This is an optimization exercise on Yosys and OpenROAD, whose aim is small area and a short achievable clock period, not a production implementation. Function was checked by simulation only, so behaviour that the tests miss may differ from the original.

## flow/design.v (module list and top-level ports; edited modules follow where they fit)
// module get_conv_target_angle: 28 lines
// module output_mapping: 571 lines
// module cordic_sin_cos: 169 lines
module cordic_sin_cos(clk, rst, target_angle, x_res, y_res);
  // ...
==> flow/run.sh <==
#!/bin/bash
# synth_recipe.tcl (not shown) runs the flow's synth.tcl, then flattens the netlist and writes it again
# the make line also repeats each setting of config.mk as NAME=value (left out here)
make -C /OpenROAD-flow-scripts/flow DESIGN_CONFIG=/design/flow/config.mk WORK_HOME=/design/flow/orfs CLKGATE_MAP_FILE= SYNTH_SCRIPT=/design/flow/synth_recipe.tcl finish
==> flow/config.mk <==
export PLATFORM = sky130hd
export DESIGN_NAME = cordic_sin_cos
export DESIGN_NICKNAME = cordic_sin_cos
export VERILOG_FILES = /design/flow/design.v
export SDC_FILE = /design/flow/constraint.sdc
export NUM_CORES = 4
export LEC_CHECK = 0
export ABC_AREA = 1
export CAP_MARGIN = 60
export CORE_MARGIN = 2
export CORE_UTILIZATION = 40
export SLEW_MARGIN = 60
==> flow/constraint.sdc <==
create_clock -name core_clock -period 35.0 [get_ports {clk}]
set_input_delay 7.0000 -clock core_clock [delete_from_list [all_inputs] [get_ports {clk}]]
set_output_delay 7.0000 -clock core_clock [all_outputs]
set_load 0.01 [all_outputs]
==> impl_metrics.csv, run 1 <==
group,metric,value,unit
routing,top_layer,"met4",
grt,gr-usage-met1,31.7,%
synthesis,synthesis.instances,1810,
die,taps,378,
synthesis,async_flop_share,0,%
finish,area_delta_synth_final,8.20,%
grt,grt.overflow.total,0,
die,initial_core_util,40.7,%
critical_path,crit_start,"target_angle[8]",
finish,nets,2004,
synthesis,synth_compound_area_share,14.6,%
critical_path,crit_top_cell,"nand2_1",
worst_hold_path,min_to,"y_res[7]",
finish,nMultiInputCombCells,1467,
synthesis,synth_most_common_cell,"nand2_1",
grt,grt_max_degree,75,
routing,vias,11800,
critical_path,worst-path-stages,91,
worst_hold_path,holdPathStages,3,
die,die_h,172,um
finish,fin_cells,2195,
routing,wl_met3,1930,um
synthesis,synth-adder-area-share,22.0,%
finish,seq_cell_count,34,
synthesis,synthSimpleGateAreaFrac,34.1,%
critical_path,start_kind,"primary input",
finish,multiInputGateArea,9380,um2
timing,min_period_over_period,68.4,%
die,core.rowCount,61,
routing,drt-total-wl,37800,um
status,status,"finished clean",
clocking,postCtsHoldBufs,0,
synthesis,synth_nets,1998,
synthesis,synthTopCellsByCount,"nand2_1 (506), inv_1 (214), nor2_1 (149)",
synthesis,ys_seq_area_share,6.02,%
timing,fin_hold_ws,7090,ps
place,post_dp_cell_area,12100,um2
clocking,cts_buffers,5,
==> run 2: changes to the inputs <==
--- a/flow/config.mk
+++ b/flow/config.mk
@@ -11,2 +11,3 @@
 export CORE_UTILIZATION = 40
 export SLEW_MARGIN = 60
+export SYNTH_HIERARCHICAL = 1
==> run 2 against run 1 <==
Net effect:
- non-clock buffer count up 3
- count of clock-buffer cells in the layout down 2
- worst hold slack better by 12 ps
- still clean
==> impl_metrics.csv, run 2 <==
group,metric,value,unit
status,status,"finished clean",
synthesis,ys_types,62,
synthesis,netlist_area,11500,um2
timing,setup_viol,0,
die,die_x,174,um
place,io_buffers,61,
grt,grt_max_degree,65,
flow_run,drv_cap,0,
grt,grt_pass1_wl,59400,um
grt,grt_pass1_vias,11200,
synthesis,async_flop_share,0,%
routing,vias,11700,
finish,antenna_cells,0,
critical_path,start_kind,"primary input",
die,num_io_pins,62,
routing,wl_per_cell,16.5,um
finish,final_common_cell,"nand2_1",
finish,nets,2025,
timing,fmax,45.4,MHz
finish,fillers,3150,
clocking,postCtsHoldBufs,0,
timing,tightestPinTransition,585,ps
place,hpwl,30400,um
synthesis,synthesis.instances,1862,
routing,antenna_left,0,
die,dieArea,30200,um2
die,die_h,174,um
die,core-area,28500,um2
routing,drtIter0Drc,1028,
worst_hold_path,hp-class,"in2reg",
worst_hold_path,hp-start,"rst",
timing,finalHoldViolCount,0,
synthesis,synthTopCellsByArea,"nand2_1 (18%), ha_1 (12%), fa_1 (9.5%), inv_1 (8.6%), xor2_1 (7.2%)",
finish,layout-drive-gt1-share,5.55,%
die,core.rowCount,62,
timing,min_period,22050,ps
synthesis,synthTopCellsByCount,"nand2_1 (547), inv_1 (265), nand3_1 (124)",
worst_hold_path,min_to,"x_res[6]",
grt,antenna_found_initial,0,
grt,grt.overflow.total,0,
critical_path,path_max_fanout,64,
routing,drt_pass1_iterations,5,
clocking,cts_tree,"done",
timing,rsz0062_at_grt,"no",
critical_path,crit_top_cell,"nand2_1",
timing,min_period_over_period,63.0,%
finish,area_delta_synth_final,6.06,%
place,post_dp_cell_area,12100,um2
timing,finalMaxSlewViolations,0,
clocking,post-cts-setup-buffers,0,
synthesis,synth_nets,2050,
routing,avgViaCountPerCell,5.25,
clocking,clk_pin_slew,50,ps
critical_path,crit_required,35180,ps
timing,fin_setup_tns,0,ps
clocking,cts_root_buf,"clkbuf_16",
critical_path,cpMaxStageDelayCell,"clkdlybuf4s50_1",
critical_path,path_class,"in2reg",
finish,multiInputGateArea,9210,um2
synthesis,avgSynthCellArea,6.20,um2
worst_hold_path,holdPathStages,3,
timing,maxSlewHeadroom,60.8,%
finish,layout.area.seq,681,um2
die,initial_core_util,40.4,%
synthesis,ys.flop_type,"dfxtp_1",
routing,drt-total-wl,36700,um
clocking,ctsHtreeMaxLevel,2,
finish,top_regs,"x_res (17), y_res (17)",
synthesis,ys_warn_count,8,
synthesis,synth_edf_count,0,
clocking,clockBufferDepth,2,
critical_path,cpPeakStageDelay,620,ps
critical_path,cp_data_arrival_time,22220,ps
routing,drc,0,
clocking,cts_buffers,5,
synthesis,synth_top_area_share,17.8,%
clocking,cts_sinks,34,
synthesis,ys_seq_area_share,5.90,%
clocking,postCtsResizedCells,0,
finish,final_cell_mix,"nand2_1 (544), inv_1 (265), nand3_1 (124), ha_1 (111), nor2_1 (105)",
synthesis,yosys.area.top_type,"nand2_1",
grt,grt_usage,24.2,%
synthesis,synth_most_common_cell,"nand2_1",
synthesis,ys_ff_latch,34,
critical_path,worst_setup_path_end_kind,"flip-flop",
place,gp_congestion,1.01,
finish,postLayoutCellArea,12200,um2
==> run 2: Yosys stat by module (local to each module, per instance) <==
module / cell area (um2) / cells
output_mapping: 5030 / 666
cordic_sin_cos: 5770 / 1051
get_conv_target_angle: 737 / 145
==> run 2: worst max path at each step <==
stage	from	to	slack (ps)	depth (start not counted)
after floorplan	target_angle[9]	y_res[14]	16510	83
after global placement	target_angle[7]	y_res[16]	11850	78
after detailed placement	target_angle[7]	y_res[12]	12850	80
after CTS	target_angle[7]	y_res[12]	13120	80
after global routing	target_angle[7]	y_res[14]	11790	79
final	target_angle[7]	y_res[14]	12950	76
==> run 2: kinds of logic (layout without fill, tap and decap cells) <==
logic type / count (synthesis) / count (layout) / share of synthesized area [%]
fa+ha+maj: 166 / 166 / 21.6
flops: 34 / 34 / 5.90
mux: 1 / 1 / 0.0868
buf+inv: 381 / 356 / 15.1
simple gates: 860 / 860 / 32.2
compound gates: 279 / 279 / 14.2
xor+xnor: 141 / 141 / 11.0
==> run 2: cell type report <==
cell class	instances	area share, %
Multi-Input combinational cell	1447	75.3
Inverter	280	8.69
Sequential cell	34	5.56
Timing Repair Buffer	69	5.46
Tap cell	384	3.93
Clock buffer	5	1.02
Clock inverter	2	0.0818
==> run 2: stage by stage <==
step	utilization [%]	instances	hold slack (ps)	setup slack, ps
after floorplan	-	1862	7270	16510
after global placement	42.0	2211	7730	11850
after detailed placement	42.3	2213	7500	12850
after CTS	42.7	2220	7200	13120
after global routing	42.9	2221	7130	11790
final	42.9	2221	7100	12950
==> run 2: metal layers <==
metal / GRT usage (%) / share of wire, %
met5: 0 / 0
met4: 10.5 / 4.2
met3: 1.54 / 5.0
met2: 43.4 / 49
met1: 29.8 / 42
==> run 2: critical path: cells and delay by family <==
family | cells | cell delay (ps)
adder cells (fa/ha/maj) | 8 | 3080
AND/OR/NAND/NOR | 42 | 6050
buffers and inverters | 12 | 2650
XOR/XNOR | 7 | 1970
AO/OA/AOI/OAI | 7 | 1380
==> module cordic_sin_cos, before the edit <==
module cordic_sin_cos(clk, rst, target_angle, x_res, y_res);
 input clk, rst;
 input [19:0] target_angle;
 output reg [19:0] x_res;
 output reg [19:0] y_res;
 wire [11:0] z0;
 wire q2, q3;
 get_conv_target_angle conv_angle(.target_angle(target_angle), .z0(z0), .q2(q2), .q3(q3));
 wire [8:0] d;   
 wire [11:0] zs0 = z0;
 wire [11:0] zs0_u = zs0 ^ 12'd2048;
 assign d[0] = ~zs0[11];
 wire c0_m720 = (zs0_u[11] | (zs0_u[10] & (zs0_u[9] | (zs0_u[8] & (zs0_u[7] | (zs0_u[6] | (zs0_u[5] & zs0_u[4])))))));
 wire c0_0 = zs0_u[11];
 wire c0_720 = (zs0_u[11] & (zs0_u[10] | (zs0_u[9] & (zs0_u[8] | (zs0_u[7] & (zs0_u[6] & (zs0_u[5] | zs0_u[4])))))));
 assign d[1] = (c0_m720 & ~c0_0) | (c0_720);
 wire c0_m1145 = (zs0_u[11] | (zs0_u[10] | (zs0_u[9] & (zs0_u[8] & (zs0_u[7] & (zs0_u[6] | (zs0_u[5] | (zs0_u[4] | (zs0_u[3] | (zs0_u[2] & (zs0_u[1] & zs0_u[0])))))))))));
 wire c0_m295 = (zs0_u[11] | (zs0_u[10] & (zs0_u[9] & (zs0_u[8] | (zs0_u[7] & (zs0_u[6] & (zs0_u[5] | (zs0_u[4] & (zs0_u[3] & (zs0_u[2] | (zs0_u[1] | zs0_u[0])))))))))));
 wire c0_295 = (zs0_u[11] & (zs0_u[10] | (zs0_u[9] | (zs0_u[8] & (zs0_u[7] | (zs0_u[6] | (zs0_u[5] & (zs0_u[4] | (zs0_u[3] | (zs0_u[2] & (zs0_u[1] & zs0_u[0])))))))))));
 wire c0_1145 = (zs0_u[11] & (zs0_u[10] & (zs0_u[9] | (zs0_u[8] | (zs0_u[7] | (zs0_u[6] & (zs0_u[5] & (zs0_u[4] & (zs0_u[3] & (zs0_u[2] | (zs0_u[1] | zs0_u[0])))))))))));
 assign d[2] = (c0_m1145 & ~c0_m720) | (c0_m295 & ~c0_0) | (c0_295 & ~c0_720) | (c0_1145);
 wire c0_m1369 = (zs0_u[11] | (zs0_u[10] | (zs0_u[9] & (zs0_u[8] | (zs0_u[7] & (zs0_u[6] | (zs0_u[5] & (zs0_u[4] | (zs0_u[3] | (zs0_u[2] & (zs0_u[1] & zs0_u[0])))))))))));
 wire c0_m921 = (zs0_u[11] | (zs0_u[10] & (zs0_u[9] | (zs0_u[8] | (zs0_u[7] | (zs0_u[6] & (zs0_u[5] & (zs0_u[4] | (zs0_u[3] | (zs0_u[2] & (zs0_u[1] & zs0_u[0])))))))))));
 wire c0_m519 = (zs0_u[11] | (zs0_u[10] & (zs0_u[9] | (zs0_u[8] & (zs0_u[7] & (zs0_u[6] & (zs0_u[5] & (zs0_u[4] & (zs0_u[3] & (zs0_u[2] | (zs0_u[1] | zs0_u[0])))))))))));
 wire c0_m71 = (zs0_u[11] | (zs0_u[10] & (zs0_u[9] & (zs0_u[8] & (zs0_u[7] & (zs0_u[6] | (zs0_u[5] & (zs0_u[4] & (zs0_u[3] & (zs0_u[2] | (zs0_u[1] | zs0_u[0])))))))))));
 wire c0_71 = (zs0_u[11] & (zs0_u[10] | (zs0_u[9] | (zs0_u[8] | (zs0_u[7] | (zs0_u[6] & (zs0_u[5] | (zs0_u[4] | (zs0_u[3] | (zs0_u[2] & (zs0_u[1] & zs0_u[0])))))))))));
 wire c0_519 = (zs0_u[11] & (zs0_u[10] | (zs0_u[9] & (zs0_u[8] | (zs0_u[7] | (zs0_u[6] | (zs0_u[5] | (zs0_u[4] | (zs0_u[3] | (zs0_u[2] & (zs0_u[1] & zs0_u[0])))))))))));
 wire c0_921 = (zs0_u[11] & (zs0_u[10] | (zs0_u[9] & (zs0_u[8] & (zs0_u[7] & (zs0_u[6] | (zs0_u[5] | (zs0_u[4] & (zs0_u[3] & (zs0_u[2] | (zs0_u[1] | zs0_u[0])))))))))));
 wire c0_1369 = (zs0_u[11] & (zs0_u[10] & (zs0_u[9] | (zs0_u[8] & (zs0_u[7] | (zs0_u[6] & (zs0_u[5] | (zs0_u[4] & (zs0_u[3] & (zs0_u[2] | (zs0_u[1] | zs0_u[0])))))))))));
 assign d[3] = (c0_m1369 & ~c0_m1145) | (c0_m921 & ~c0_m720) | (c0_m519 & ~c0_m295) | (c0_m71 & ~c0_0) | (c0_71 & ~c0_295) | (c0_519 & ~c0_720) | (c0_921 & ~c0_1145) | (c0_1369);
 reg [7:0] zk4;
 always @(*) begin
  case (d[3:0])
   4'b0000: zk4 = 8'd203;
   4'b1000: zk4 = 8'd231;
   4'b0100: zk4 = 8'd11;
   4'b1100: zk4 = 8'd39;
   4'b0010: zk4 = 8'd121;
   4'b1010: zk4 = 8'd149;
   4'b0110: zk4 = 8'd185;
   4'b1110: zk4 = 8'd213;
   4'b0001: zk4 = 8'd43;
   4'b1001: zk4 = 8'd71;
   4'b0101: zk4 = 8'd107;
   4'b1101: zk4 = 8'd135;
   4'b0011: zk4 = 8'd217;
   4'b1011: zk4 = 8'd245;
   4'b0111: zk4 = 8'd25;
   4'b1111: zk4 = 8'd53;
  endcase
 end
 wire [7:0] zs4 = zs0[7:0] + zk4;
 wire [7:0] zs4_u = zs4 ^ 8'd128;
 assign d[4] = ~zs4[7];
 wire c4_m57 = (zs4_u[7] | (zs4_u[6] & (zs4_u[5] | (zs4_u[4] | (zs4_u[3] | (zs4_u[2] & (zs4_u[1] & zs4_u[0])))))));
 wire c4_0 = zs4_u[7];
 wire c4_57 = (zs4_u[7] & (zs4_u[6] | (zs4_u[5] & (zs4_u[4] & (zs4_u[3] & (zs4_u[2] | (zs4_u[1] | zs4_u[0])))))));
 assign d[5] = (c4_m57 & ~c4_0) | (c4_57);
 wire c4_m85 = (zs4_u[7] | (zs4_u[6] | (zs4_u[5] & (zs4_u[4] | (zs4_u[3] & (zs4_u[2] | (zs4_u[1] & zs4_u[0])))))));
 wire c4_m29 = (zs4_u[7] | (zs4_u[6] & (zs4_u[5] & (zs4_u[4] | (zs4_u[3] | (zs4_u[2] | (zs4_u[1] & zs4_u[0])))))));
 wire c4_29 = (zs4_u[7] & (zs4_u[6] | (zs4_u[5] | (zs4_u[4] & (zs4_u[3] & (zs4_u[2] & (zs4_u[1] | zs4_u[0])))))));
 wire c4_85 = (zs4_u[7] & (zs4_u[6] & (zs4_u[5] | (zs4_u[4] & (zs4_u[3] | (zs4_u[2] & (zs4_u[1] | zs4_u[0])))))));
 assign d[6] = (c4_m85 & ~c4_m57) | (c4_m29 & ~c4_0) | (c4_29 & ~c4_57) | (c4_85);
 reg [5:0] zk7;
 always @(*) begin
  case (d[6:4])
   3'b000: zk7 = 6'd35;
   3'b100: zk7 = 6'd7;
   3'b010: zk7 = 6'd43;
   3'b110: zk7 = 6'd15;
   3'b001: zk7 = 6'd49;
   3'b101: zk7 = 6'd21;
   3'b011: zk7 = 6'd57;
   3'b111: zk7 = 6'd29;
  endcase
 end
 wire [5:0] zs7 = zs4[5:0] + zk7;
 wire [5:0] zs7_u = zs7 ^ 6'd32;
 assign d[7] = ~zs7[5];
 wire c7_m7 = (zs7_u[5] | (zs7_u[4] & (zs7_u[3] & (zs7_u[2] | (zs7_u[1] | zs7_u[0])))));
 wire c7_0 = zs7_u[5];
 wire c7_7 = (zs7_u[5] & (zs7_u[4] | (zs7_u[3] | (zs7_u[2] & (zs7_u[1] & zs7_u[0])))));
 assign d[8] = (c7_m7 & ~c7_0) | (c7_7);
 wire [5:0] ti = d[5:0];
 wire [16:0] xm;
 wire [63:0] txm0 = 64'hcfd2b40ccfd2b40c;
 assign xm[0] = txm0[ti];
 wire [63:0] txm1 = 64'h8175b006931cd9b1;
 assign xm[1] = txm1[ti];
 wire [63:0] txm2 = 64'h5ad09495ca3b1a65;
 assign xm[2] = txm2[ti];
 wire [63:0] txm3 = 64'hb52fc9b1af81e488;
 assign xm[3] = txm3[ti];
 wire [63:0] txm4 = 64'hb9dc286994143b9d;
 assign xm[4] = txm4[ti];
 wire [63:0] txm5 = 64'hcada788a511e5b53;
 assign xm[5] = txm5[ti];
 wire [63:0] txm6 = 64'hdbc9d79189eb93db;
 assign xm[6] = txm6[ti];
 wire [63:0] txm7 = 64'h961fdca1853bf869;
 assign xm[7] = txm7[ti];
 wire [63:0] txm8 = 64'he88fc54bd2a3f117;
 assign xm[8] = txm8[ti];
 wire [63:0] txm9 = 64'h89dfe5b3cda7fb91;
 assign xm[9] = txm9[ti];
 wire [63:0] txm10 = 64'h7a6a5a12485a565e;
 assign xm[10] = txm10[ti];
 wire [63:0] txm11 = 64'hc1ebf3ebd7cfd783;
 assign xm[11] = txm11[ti];
 wire [63:0] txm12 = 64'hfee6dac2435b677f;
 assign xm[12] = txm12[ti];
 wire [63:0] txm13 = 64'h7642cffbdff3426e;
 assign xm[13] = txm13[ti];
 wire [63:0] txm14 = 64'hcf66ee77ee7766f3;
 assign xm[14] = txm14[ti];
 wire [63:0] txm15 = 64'hf67ef66ff66f7e6f;
 assign xm[15] = txm15[ti];
 wire [63:0] txm16 = 64'h8000800180010001;
 assign xm[16] = txm16[ti];
 wire [16:0] ym;
 wire [63:0] tym0 = 64'h250b92f6250b92f6;
 assign ym[0] = tym0[ti];
 wire [63:0] tym1 = 64'h4f7360d7c44f5c16;
 assign ym[1] = tym1[ti];
 wire [63:0] tym2 = 64'h48b1b8b7025253e4;
 assign ym[2] = tym2[ti];
 wire [63:0] tym3 = 64'h374e16af1a37ad1a;
 assign ym[3] = tym3[ti];
 wire [63:0] tym4 = 64'h23b940433d7d623a;
 assign ym[4] = tym4[ti];
 wire [63:0] tym5 = 64'h90b0e010f778f2f7;
 assign ym[5] = tym5[ti];
 wire [63:0] tym6 = 64'hb293bf37138236b2;
 assign ym[6] = tym6[ti];
 wire [63:0] tym7 = 64'h3c7ab9071f62a1c3;
 assign ym[7] = tym7[ti];
 wire [63:0] tym8 = 64'h811a9fd2b406a77e;
 assign ym[8] = tym8[ti];
 wire [63:0] tym9 = 64'h13ba8f269b0ea237;
 assign ym[9] = tym9[ti];
 wire [63:0] tym10 = 64'he0c0f074d1f0fcf8;
 assign ym[10] = tym10[ti];
 wire [63:0] tym11 = 64'h9782a682be9abe16;
 assign ym[11] = tym11[ti];
 wire [63:0] tym12 = 64'ha88cb094d6f2ceea;
 assign ym[12] = tym12[ti];
 wire [63:0] tym13 = 64'hecd49aa2baa6d4c8;
 assign ym[13] = tym13[ti];
 wire [63:0] tym14 = 64'h9acc88ee88eecca6;
 assign ym[14] = tym14[ti];
 wire [63:0] tym15 = 64'hace8accaaccae8ca;
 assign ym[15] = tym15[ti];
 wire [63:0] tym16 = 64'h1555155715575557;
 assign ym[16] = tym16[ti];
 wire [16:0] xt = ((q2 ? ym : xm) ^ {17{q2 | q3}}) + (q2 | q3);
 wire [16:0] yt = ((q2 ? xm : ym) ^ {17{q3}}) + q3;
 wire qn = q2 | q3;
 wire [16:0] xo, yo;
 output_mapping out_map(.x(xt), .y(yt), .d(d), .q2(q2), .q3(q3), .x_res(xo), .y_res(yo));
 always @(posedge clk) begin
  if (rst == 1'b0) begin
   x_res <= 20'd0;
   y_res <= 20'd0;
  end else begin
   x_res <= {{3{xo[16]}}, xo};
   y_res <= {{3{yo[16]}}, yo};
  end
 end
endmodule
==> run 3: changes to the inputs <==
--- a/flow/design.v
+++ b/flow/design.v
@@ -752,6 +752,10 @@
  wire [63:0] tym16 = 64'h1555155715575557;
  assign ym[16] = tym16[ti];
- wire [16:0] xt = ((q2 ? ym : xm) ^ {17{q2 | q3}}) + (q2 | q3);
- wire [16:0] yt = ((q2 ? xm : ym) ^ {17{q3}}) + q3;
+ wire [16:0] xs = (q2 ? ym : xm) ^ {17{q2 | q3}};
+ wire [16:0] ys = (q2 ? xm : ym) ^ {17{q3}};
+ wire [6:0] xl = xs[6:0] + (q2 | q3);
+ wire [6:0] yl = ys[6:0] + q3;
+ wire [16:0] xt = {xs[16:7], xl};
+ wire [16:0] yt = {ys[16:7], yl};
  wire qn = q2 | q3;
  wire [16:0] xo, yo;
==> run 3 against run 2 <==
Net effect:
- maximum frequency grew 2.5%
- still clean
- utilization grew 0.37 points
==> impl_metrics.csv, run 3 <==
group,metric,value,unit
status,status,"finished clean",
finish,final_cell_mix,"nand2_1 (534), inv_1 (270), nand3_1 (152), ha_1 (111), nor2_1 (109)",
critical_path,path_max_fanout,73,
die,core.rowCount,62,
grt,antenna_found_initial,0,
clocking,cts_sinks,34,
critical_path,path_class,"in2reg",
synthesis,synth_top_family_by_area,"simple AND/OR/NAND/NOR gates",
critical_path,crit_top_cell,"nand2_1",
routing,drtIter0Drc,911,
routing,vias,11800,
timing,min_period_over_period,61.4,%
synthesis,synth_edf_count,0,
place,gp_congestion,1.04,
clocking,cts_tree,"done",
finish,layout.area.seq,681,um2
synthesis,avgSynthCellArea,6.19,um2
place,place_ws,13040,ps
synthesis,ys_types,58,
place,io_buffers,61,
timing,finalHoldViolCount,0,
grt,grt_max_degree,74,
finish,antenna_cells,0,
clocking,clk_pin_slew,50,ps
timing,tightestPinTransition,664,ps
synthesis,ys_warn_count,8,
timing,maxSlewHeadroom,55.3,%
clocking,postCtsResizedCells,0,
worst_hold_path,holdPathStages,3,
synthesis,synthesis.instances,1883,
finish,nets,2050,
critical_path,crit_required,35170,ps
routing,avgViaCountPerCell,5.26,
finish,area_delta_synth_final,6.39,%
finish,layout-drive-gt1-share,5.42,%
timing,setup_slack,13500,ps
die,dieArea,30500,um2
routing,antenna_left,0,
synthesis,yosys.area.top_type,"nand2_1",
routing,route.met2.wl,16900,um
critical_path,worst_setup_path_end_kind,"flip-flop",
finish,postLayoutCellArea,12400,um2
finish,top_regs,"x_res (17), y_res (17)",
timing,min_period,21500,ps
routing,drt_pass1_iterations,6,
finish,final_common_cell,"nand2_1",
place,post_dp_cell_area,12200,um2
die,die_x,175,um
routing,wl_met1,15100,um
die,initial_core_util,40.6,%
synthesis,synthSimpleGateAreaFrac,32.5,%
grt,grt.overflow.total,0,
timing,finalMaxSlewViolations,0,
synthesis,synth_nets,2071,
synthesis,synthTopCellsByArea,"nand2_1 (17%), ha_1 (12%), fa_1 (9.4%), inv_1 (8.7%), xor2_1 (7.2%)",
clocking,cts_buffers,5,
die,num_io_pins,62,
synthesis,synth_top_area_share,17.2,%
synthesis,synth_most_common_cell,"nand2_1",
synthesis,synthMuxAreaShare,0.0858,%
critical_path,crit_start,"target_angle[7]",
synthesis,async_flop_share,0,%
place,hpwl,29400,um
critical_path,cpPeakStageDelay,620,ps
timing,setup_viol,0,
critical_path,cp_data_arrival_time,21680,ps
routing,top_layer,"met4",
routing,drc,0,
synthesis,synthXorXnorAreaFrac,11.3,%
worst_hold_path,hp-start,"rst",
flow_run,drv_cap,0,
timing,rsz0062_at_grt,"no",
critical_path,cpMaxStageDelayCell,"clkdlybuf4s50_1",
timing,fin_setup_tns,0,ps
synthesis,ys.flop_type,"dfxtp_1",
clocking,ctsHtreeMaxLevel,2,
routing,drt-total-wl,35800,um
timing,fmax,46.5,MHz
grt,grt_usage,23.1,%
die,die_h,175,um
grt,grt_pass1_wl,57600,um
finish,multiInputGateArea,9340,um2
synthesis,ys_seq_area_share,5.84,%
die,core-area,28700,um2
routing,wl_per_cell,15.9,um
synthesis,ys_ff_latch,34,
routing,wl_met3,2070,um
worst_hold_path,hp-class,"in2reg",
clocking,cts_root_buf,"clkbuf_16",
finish,fillers,3098,
synthesis,synthTopCellsByCount,"nand2_1 (536), inv_1 (271), nand3_1 (152)",
clocking,post-cts-setup-buffers,0,
synthesis,netlist_area,11700,um2
clocking,clockBufferDepth,2,
grt,grt_pass1_vias,11100,
synthesis,synth-adder-area-share,21.3,%
clocking,postCtsHoldBufs,0,
synthesis,synth_compound_area_share,14.3,%
critical_path,start_kind,"primary input",
-- run 3: cell types whose count changed after synthesis, moves of 6 or more --
cell,previous run,this run
o21ai_0,87,100
nand3_1,124,152
nand2_1,547,536
o22ai_1,15,6
inv_1,265,271
a31oi_1,22,11
-- run 3: worst paths after layout --
check / endpoint
worst max-delay path: x_res[16]
worst min-delay path: y_res[11]
-- run 3: cell families (layout without fill, tap and decap cells) --
kind of cell	Yosys count	in the layout
compound gates	284	284
mux	1	1
xor+xnor	142	142
flops	34	34
fa+ha+maj	166	166
simple gates	873	873
buf+inv	383	363
-- run 3: through the flow --
step / cells / utilization [%] / hold WS, ps
CTS: 2247 / 43.1 / 7210
detailed placement: 2239 / 42.6 / 7500
floorplan: 1883 / - / 7270
global placement: 2235 / 42.4 / 7740
global route: 2247 / 43.2 / 7130
finish: 2247 / 43.2 / 7100
-- run 3: worst max-delay path: cells and delay by family --
family / cells / cell delay, ps
adder cells (fa/ha/maj): 9 / 3330
buffers and inverters: 11 / 2780
AND/OR/NAND/NOR: 35 / 3940
AO/OA/AOI/OAI: 13 / 2380
XOR/XNOR: 8 / 2160
-- run 3: routing by layer --
layer	track usage (%)	up-vias
met4	10.4	0
met1	28.7	5281
met2	41.2	507
li1	-	5918
met5	0	-
met3	1.15	108
-- run 3: cell type report --
| type | count | share of cell area [%] |
|---|---|---|
| clock buffers | 7 | 1.15 |
| clock inverters | 1 | 0.0403 |
| inverters | 283 | 8.65 |
| multi-input cells | 1466 | 75.3 |
| flip-flops and latches | 34 | 5.48 |
| well taps | 384 | 3.87 |
| repair buffers | 72 | 5.52 |
-- run 3: modules after synthesis, one instance, submodules excluded --
module	cells	flip-flops and latches	times used
cordic_sin_cos	1071	34	1
get_conv_target_angle	145	0	1
output_mapping	667	0	1

[separate check: timing with driven ports]
How much do the figures lean on ideal ports? The routed layouts below were timed once more, with nothing changed but the port constraints. Step 1, drivers: a clkbuf_16 drives clk and a buf_2 each remaining input, both assumed. Step 2 also shifts input and output timing later by t, the mid clock arrival at the registers, as if the neighbouring blocks saw the same clock. Three values: ideal, step 1, step 2; two values: the first two.
| run | t (ns) | slack for setup (ns) | worst setup path after step 2 |
|---|---|---|---|
| run 1 | 0.306 | 11.077 / 11.085 / 10.779 | input to register |
| run 2 | 0.307 | 12.954 / 12.961 / 12.654 | input to register |
| run 3 | 0.303 | 13.496 / 13.505 / 13.202 | input to register |
After both steps every run listed still meets setup and hold. The setup slack of run 2, which loses most, moves by +0.007 ns with the drivers and by -0.300 ns with both steps.
